Background: an optimization exercise with open tools, aiming at small area, a short achievable clock period and few clock cycles per item. Do not read the settings as production practice. In this exercise RTL edits were held to simulation tests only and were not proved equivalent to the original.

## design.v

```verilog
module SHA1_hash (
	clk,
	nreset,
	start_hash,
	message_addr,
	message_size,
	hash,
	done,
	port_A_data_in,
	port_A_data_out,
	port_A_addr,
	port_A_we
	);
input          clk;
input          nreset;
input          start_hash;
input  [31:0]  message_addr;
input  [31:0]  message_size;
output [159:0] hash;
output         done;
output [31:0]  port_A_data_in;
input  [31:0]  port_A_data_out;
output [15:0]  port_A_addr;
output         port_A_we;
reg         busy, done, first;
reg  [6:0]  p;
reg         isT1, isT12, cld, rot, memsel, adinc, is15;
reg         fch, fpar, fmaj;
reg         xiv, x30, xa, nfirst;
reg  [31:0] Kv, IVv;        
reg  [31:0] A, B, C, D, F, J;
reg  [31:0] H0, H1, H2, H3, H4;
reg  [511:0] W;              
reg  [13:0] addr;
reg  [7:0]  wc;              
reg         over;            
reg  [1:0]  sz;              
reg  [3:0]  blk;             
assign port_A_we      = 1'b0;
assign port_A_data_in = 32'h0;
assign port_A_addr    = {addr, 2'b00};
assign hash           = {H0, H1, H2, H3, H4};
wire start_go = start_hash & ~busy;
wire [6:0] pinc = (p == 7'd81) ? 7'd0 : p + 7'd1;
function [1:0] rng;
	input [6:0] q;
	rng = (q < 20) ? 2'd0 : (q < 40) ? 2'd1 : (q < 60) ? 2'd2 : 2'd3;
endfunction
always @(posedge clk) begin
	if (start_go) begin
		p      <= 7'd78;
		isT1   <= 1'b0;
		isT12  <= 1'b0;
		cld    <= 1'b0;
		rot    <= 1'b1;
		x30    <= 1'b0;
		memsel <= 1'b0;
		adinc  <= 1'b0;
		is15   <= 1'b0;
		fch    <= 1'b0;
		fpar   <= 1'b1;
		fmaj   <= 1'b0;
		xiv    <= 1'b1;
		xa     <= 1'b0;
		nfirst <= 1'b0;
		Kv     <= 32'hca62c1d6;
		IVv    <= 32'hc3d2e1f0;
	end else begin
		p      <= pinc;
		isT1   <= (p == 7'd81);
		isT12  <= (p == 7'd81) || (p == 7'd0);
		cld    <= (p == 7'd80) || (p == 7'd81);
		rot    <= (p >= 7'd77);
		x30    <= !(first && !isT1) && (p >= 7'd77) && (p <= 7'd79);
		memsel <= (p == 7'd81) || (p <= 7'd14);
		adinc  <= (p >= 7'd80) || (p <= 7'd13);
		is15   <= (p == 7'd14);
		fch    <= (rng(p) == 2'd0);
		fpar   <= (rng(p) == 2'd1) || (rng(p) == 2'd3);
		fmaj   <= (rng(p) == 2'd2);
		case (rng(p))
			2'd0:    Kv <= 32'h5a827999;
			2'd1:    Kv <= 32'h6ed9eba1;
			2'd2:    Kv <= 32'h8f1bbcdc;
			default: Kv <= 32'hca62c1d6;
		endcase
		xiv    <= first && !isT1;
		xa     <= !(first && !isT1) && ((p == 7'd80) || (p == 7'd81));
		nfirst <= !(first && !isT1);
		IVv    <= (p == 7'd81) ? 32'h67452301 : (p == 7'd80) ? 32'hefcdab89 :
		          (p == 7'd79) ? 32'h98badcfe : (p == 7'd78) ? 32'h10325476 :
		          32'hc3d2e1f0;
	end
end
wire [6:0] nbs = message_size[9:3] + 7'd1;    
always @(posedge clk or negedge nreset) begin
	if (!nreset) begin
		busy <= 1'b0;
		done <= 1'b0;
	end else if (start_go) begin
		busy <= 1'b1;
		done <= 1'b0;
	end else if (busy && isT1 && !first && blk == 4'd0) begin
		busy <= 1'b0;
		done <= 1'b1;
	end
end
always @(posedge clk) begin
	if (start_go) begin
		first <= 1'b1;
		blk   <= nbs[6:3];
	end else if (isT1) begin
		first <= 1'b0;
		if (!first && blk != 4'd0)
			blk <= blk - 4'd1;
	end
end
always @(posedge clk) begin
	if (start_go)
		addr <= message_addr[15:2];
	else if (adinc)
		addr <= addr + 14'd1;
end
always @(posedge clk) begin
	if (start_go) begin
		wc   <= message_size[9:2];
		over <= 1'b0;
		sz   <= message_size[1:0];
	end else if (memsel) begin
		if (wc == 8'd0)
			over <= 1'b1;
		else
			wc <= wc - 8'd1;
	end
end
wire [31:0] mbe = {port_A_data_out[7:0], port_A_data_out[15:8],
                   port_A_data_out[23:16], port_A_data_out[31:24]};
reg  [31:0] mmask, mpad;
always @* begin
	if (over) begin
		mmask = 32'h0;
		mpad  = 32'h0;
	end else if (wc == 8'd0) begin
		case (sz)
			2'd0: begin mmask = 32'h00000000; mpad = 32'h80000000; end
			2'd1: begin mmask = 32'hff000000; mpad = 32'h00800000; end
			2'd2: begin mmask = 32'hffff0000; mpad = 32'h00008000; end
			default: begin mmask = 32'hffffff00; mpad = 32'h00000080; end
		endcase
	end else begin
		mmask = 32'hffffffff;
		mpad  = 32'h0;
	end
end
wire        islen = is15 && blk == 4'd0;
wire [31:0] wlen  = islen ? {19'd0, message_size[9:0], 3'd0} : 32'h0;
wire [31:0] wmem  = (mbe & mmask) | mpad | wlen;
wire [31:0] wx  = W[447:416] ^ W[287:256] ^ W[95:64] ^ W[31:0];
wire [31:0] wnw = memsel ? wmem : {wx[30:0], wx[31]};
always @(posedge clk)
	W <= {wnw, W[511:32]};
wire [31:0] Cr = {B[1:0], B[31:2]};            
wire [31:0] fv = ({32{fch}}  & ((A & Cr) | (~A & C))) |
                 (({32{fpar}} & A) ^ ({32{fpar}} & Cr) ^ ({32{fpar}} & C)) |
                 ({32{fmaj}} & ((A & Cr) | (A & C) | (Cr & C)));
wire [31:0] Xv   = ({32{x30}} & {A[1:0], A[31:2]}) | ({32{xa}} & A);
wire [31:0] Hop  = ({32{nfirst}} & H4) | ({32{xiv}} & IVv);
wire [31:0] hsum, Anew, Jn;
sha1_add32 u_hadd (.a(Hop), .b(Xv), .s(hsum));
sha1_add3  u_aadd (.a({A[26:0], A[31:27]}), .b(F), .c(J), .s(Anew));
sha1_add3  u_jadd (.a(D), .b(Kv), .c(W[511:480]), .s(Jn));
always @(posedge clk) begin
	A <= isT12 ? H0 : Anew;
	B <= isT1 ? {H1[29:0], H1[31:30]} : A;
	C <= cld ? H2 : Cr;
	D <= C;
	F <= fv;
	J <= Jn;
end
always @(posedge clk) begin
	if (busy && rot) begin
		H0 <= hsum;
		H1 <= H0;
		H2 <= H1;
		H3 <= H2;
		H4 <= H3;
	end
end
endmodule
module sha1_add3 (a, b, c, s);
input  [31:0] a, b, c;
output [31:0] s;
wire [31:0] cs, cc;
wire [31:0] bc;
sha1_xor #(32) u_bc (.a(b), .b(c), .y(bc));
sha1_xor #(32) u_s  (.a(a), .b(bc), .y(cs));
sha1_maj  u_c (.a(a), .b(b), .c(c), .y(cc));
sha1_add32 u_add (.a(cs), .b({cc[30:0], 1'b0}), .s(s));
endmodule
module sha1_add32 (a, b, s);
input  [31:0] a, b;
output [31:0] s;
wire [31:0] g0, p0, g1, g2, g3, g4, g5;
wire [31:2] p1;
wire [31:4] p2;
wire [31:8] p3;
wire [31:16] p4;
sha1_and #(32) u_g (.a(a), .b(b), .y(g0));
sha1_xor #(32) u_p (.a(a), .b(b), .y(p0));
assign g1[0] = g0[0];
sha1_ao  #(31) u_g1 (.g(g0[31:1]),  .p(p0[31:1]),  .c(g0[30:0]), .y(g1[31:1]));
sha1_and #(30) u_p1 (.a(p0[31:2]),  .b(p0[30:1]),  .y(p1[31:2]));
assign g2[1:0] = g1[1:0];
sha1_ao  #(30) u_g2 (.g(g1[31:2]),  .p(p1[31:2]),  .c(g1[29:0]), .y(g2[31:2]));
sha1_and #(28) u_p2 (.a(p1[31:4]),  .b(p1[29:2]),  .y(p2[31:4]));
assign g3[3:0] = g2[3:0];
sha1_ao  #(28) u_g3 (.g(g2[31:4]),  .p(p2[31:4]),  .c(g2[27:0]), .y(g3[31:4]));
sha1_and #(24) u_p3 (.a(p2[31:8]),  .b(p2[27:4]),  .y(p3[31:8]));
assign g4[7:0] = g3[7:0];
sha1_ao  #(24) u_g4 (.g(g3[31:8]),  .p(p3[31:8]),  .c(g3[23:0]), .y(g4[31:8]));
sha1_and #(16) u_p4 (.a(p3[31:16]), .b(p3[23:8]),  .y(p4[31:16]));
assign g5[15:0] = g4[15:0];
sha1_ao  #(16) u_g5 (.g(g4[31:16]), .p(p4[31:16]), .c(g4[15:0]), .y(g5[31:16]));
assign s[0] = p0[0];
sha1_xor #(31) u_s (.a(p0[31:1]), .b(g5[30:0]), .y(s[31:1]));
endmodule
module sha1_and (a, b, y);
parameter N = 32;
input  [N-1:0] a, b;
output [N-1:0] y;
assign y = a & b;
endmodule
module sha1_xor (a, b, y);
parameter N = 32;
input  [N-1:0] a, b;
output [N-1:0] y;
assign y = a ^ b;
endmodule
module sha1_ao (g, p, c, y);
parameter N = 32;
input  [N-1:0] g, p, c;
output [N-1:0] y;
assign y = g | (p & c);
endmodule
module sha1_maj (a, b, c, y);
input  [31:0] a, b, c;
output [31:0] y;
assign y = (a & b) | (a & c) | (b & c);
endmodule
```

## flow/run.sh

```bash
#!/bin/bash
# The standard layout, with the port buffers made as buf_2 cells instead of
# the resizer's default choice (a delay buffer). Full output in standard.log.
set -e
export BUFFER_PORTS_ARGS="-buffer_cell sky130_fd_sc_hd__buf_2"
bash standard.sh > standard.log 2>&1
```

## standard.sh

```bash
#!/bin/bash
# synth_recipe.tcl (not shown) runs the flow's synth.tcl, then flattens the netlist and writes it again
# the make line also repeats each setting of config.mk as NAME=value (left out here)
make -C /OpenROAD-flow-scripts/flow DESIGN_CONFIG=/design/flow/config.mk WORK_HOME=/design/flow/orfs CLKGATE_MAP_FILE= SYNTH_SCRIPT=/design/flow/synth_recipe.tcl "${@:-finish}"
```

## config.mk

```make
export PLATFORM = sky130hd
export DESIGN_NAME = SHA1_hash
export DESIGN_NICKNAME = SHA1_hash
export VERILOG_FILES = /design/flow/design.v
export SDC_FILE = /design/flow/constraint.sdc
export NUM_CORES = 4
export LEC_CHECK = 0
export CAP_MARGIN = 20
export CORE_MARGIN = 2
export CORE_UTILIZATION = 45
export CTS_CLUSTER_DIAMETER = 70
export CTS_CLUSTER_SIZE = 34
export PLACE_DENSITY = 0.6
export SETUP_SLACK_MARGIN = 3.6
export SLEW_MARGIN = 20
export SYNTH_HIERARCHICAL = 1
export SYNTH_MINIMUM_KEEP_SIZE = 0
```

## constraint.sdc

```tcl
create_clock -name core_clock -period 6.3 [get_ports {clk}]
set_input_delay 1.2600 -clock core_clock [delete_from_list [all_inputs] [get_ports {clk}]]
set_output_delay 1.2600 -clock core_clock [all_outputs]
set_load 0.01 [all_outputs]
```

==> run summary <==
-- worst max path at each step --
stage,start,to,slack (ps),depth (start not counted)
3_5_place_dp,xa,H0[31],3120,8
3_3_place_gp,xa,H0[17],3170,8
2_1_floorplan,start_hash,blk[0],3870,4
6_report,H2[21],hash[85],3650,1
4_1_cts,xiv,H0[17],3580,9
5_1_grt,F[21],A[25],3550,10
-- layout by cell type, fill, tap and decap left out, drive strengths merged, types with 5 or more instances in the layout --
cell type / count
a211oi: 32
a21o: 373
a21oi: 28
a22o: 32
a22oi: 9
a31oi: 6
and2: 384
buf: 275
clkbuf: 54
clkinv: 20
conb: 47
dfxtp: 743
edfxtp: 188
ha: 16
inv: 27
maj3: 94
mux2: 97
nand2: 170
nand2b: 5
nand3: 13
nand4: 8
nor2: 46
nor3: 6
nor4: 31
o21ai: 56
o2bb2ai: 17
or4bb: 31
xnor2: 91
xor2: 378
-- routing by layer --
metal / vias up / wire length (um) / GRT usage [%]
li1: 10766 / - / -
met1: 11094 / 42300 / 30.5
met2: 524 / 45000 / 37.6
met3: 114 / 3780 / 2.64
met4: 0 / 2690 / 6.51
met5: - / 0 / 0
-- what timing repair did --
action | 4_1_cts | 5_1_grt
pin swaps | 12 | 30
setup endpoints to repair | 62 | 47
resized for setup | 54 | 108
buffers inserted | 9 | 19
-- layout make-up --
class                   count  area, um^2
multi-input cells        2008       15400
well taps                1050        1310
inverters                  16        60.1
fillers                  7000       38200
flip-flops and latches    933       20700
repair buffers            275        1520
diodes                      1        2.50
clock buffers              54        1300
clock inverters            31         523
==> impl_metrics.csv <==
group,metric,value,unit
grt,grt_max_degree,77,
routing,firstDrtPassIters,5,
setup_path,worstRegToRegCells,10,
clock_network,cts_buffers,49,
clock_network,clk_pin_slew,110,ps
grt,grt_pass1_wl,139000,um
setup_path,worstPathArrival,1390,ps
routing,drt-total-wl,93700,um
routing,detail_route.wl_per_cell,21.5,um
setup_path,critPathMaxFanout,3,
clock_network,h-tree-depth,2,
die,initial_utilization,45.4,%
min_path,hold_start,"W[405]",
layout,fin_util,51.6,%
layout,instances_no_fill,4368,
logic_synthesis,yosys_warnings,7,
place,place_area,38100,um^2
die,die_w,286,um
die,die_y,286,um
die,die_area,82000,um^2
setup_path,critPathBufInv,1,
place,dp_hpwl,71400,um
setup_path,crit_path_end_kind,"primary output",
timing,fin_crit,2650,ps
place,place_ws,3120,ps
setup_path,crit_required,5040,ps
logic_synthesis,synth_area,35900,um^2
min_path,hold_path.class,"register to register",
setup_path,cpMaxStageDelayCell,"edfxtp_1",
timing,max_freq,377,MHz
clock_network,numClockSinks,933,
timing,hold_violations,0,
grt,grt_overflow,0,
status,run_status,"finished clean",
routing,drc,0,
min_path,whs_endpoint,"W[373]",
timing,fin_tns_setup,0,ps
min_path,holdPathStages,0,
clock_network,root_buffer,"clkbuf_16",
routing,vias,22498,
setup_path,critPathKind,"register to primary output",
setup_path,crit_family,"flip-flops",
grt,antenna_found_initial,1,
logic_synthesis,synth.avg_cell_area,11.9,um^2
place,dp.cells,4254,
setup_path,max_stage_delay,560,ps
routing,drt-initial-drc-count,1472,
layout,final_area,40800,um^2
setup_path,r2r-end,"A[25]",
layout,final_nets,3398,
place,portBuffers,233,
grt,track_usage,22.4,%
timing,setup_violations,0,
clock_network,clk_latency,650,ps
timing,rsz0062_at_grt,"yes",
layout,top_register,"W",
setup_path,worstSetupStartpointType,"register",
logic_synthesis,synthCells,3013,
timing,whs,323,ps
place,gp_congestion,0.913,
die,ios,309,
timing,worst_slack,3650,ps
timing,worst_slew_pin_slew,972,ps
timing,fin_crit_sh,42.1,%
timing,fin_skew,46.1,ps
die,core,79000,um^2
setup_path,path_cells,"buf_2",
layout,largest_register_ffs,512,
die,num_rows,103,
setup_path,r2r_start,"F[21]",
clock_network,cts_hold_buf,0,
clock_network,clock_path_buffers,3,
layout,drive_gt1_share,20.6,%
setup_path,reg2reg_setup_slack,3650,ps
routing,ant_nets,0,
routing,viasPerCell,5.15,
flow_run,cap_violations,0,
layout,area_growth,13.7,%
timing,slew_viol_final,0,
timing,slew_headroom,35.2,%
clock_network,cts_tree,"built",
grt,first_global_vias,22747,
Testbench counts, summed over its fixed seeds: cycles 68,472, messages 96.

## port drivers added, routing unchanged
No port has a modelled driver above. Below, the same layout with a new extraction and two added sets of constraints. Step 1, drivers: a clkbuf_16 drives clk and a buf_2 each remaining input, both assumed. Step 2 times the ports against the registers' clock, not the clock port: input delays grow and output delays shrink by t, the midpoint of the rising clock arrivals with the driver on. Three values: no drivers, after step 1, after step 2; two values: the first two.
t (ns): 0.693
setup WS [ns]: 3.648 / 3.575 / 3.288
worst register clock-pin slew, ns: 0.12 / 0.12
worst data-port slew with drivers (ns): 0.05
After both steps this run still meets setup and hold. For this run, drivers alone change the setup slack by -0.073 ns; drivers and shift together by -0.360 ns.
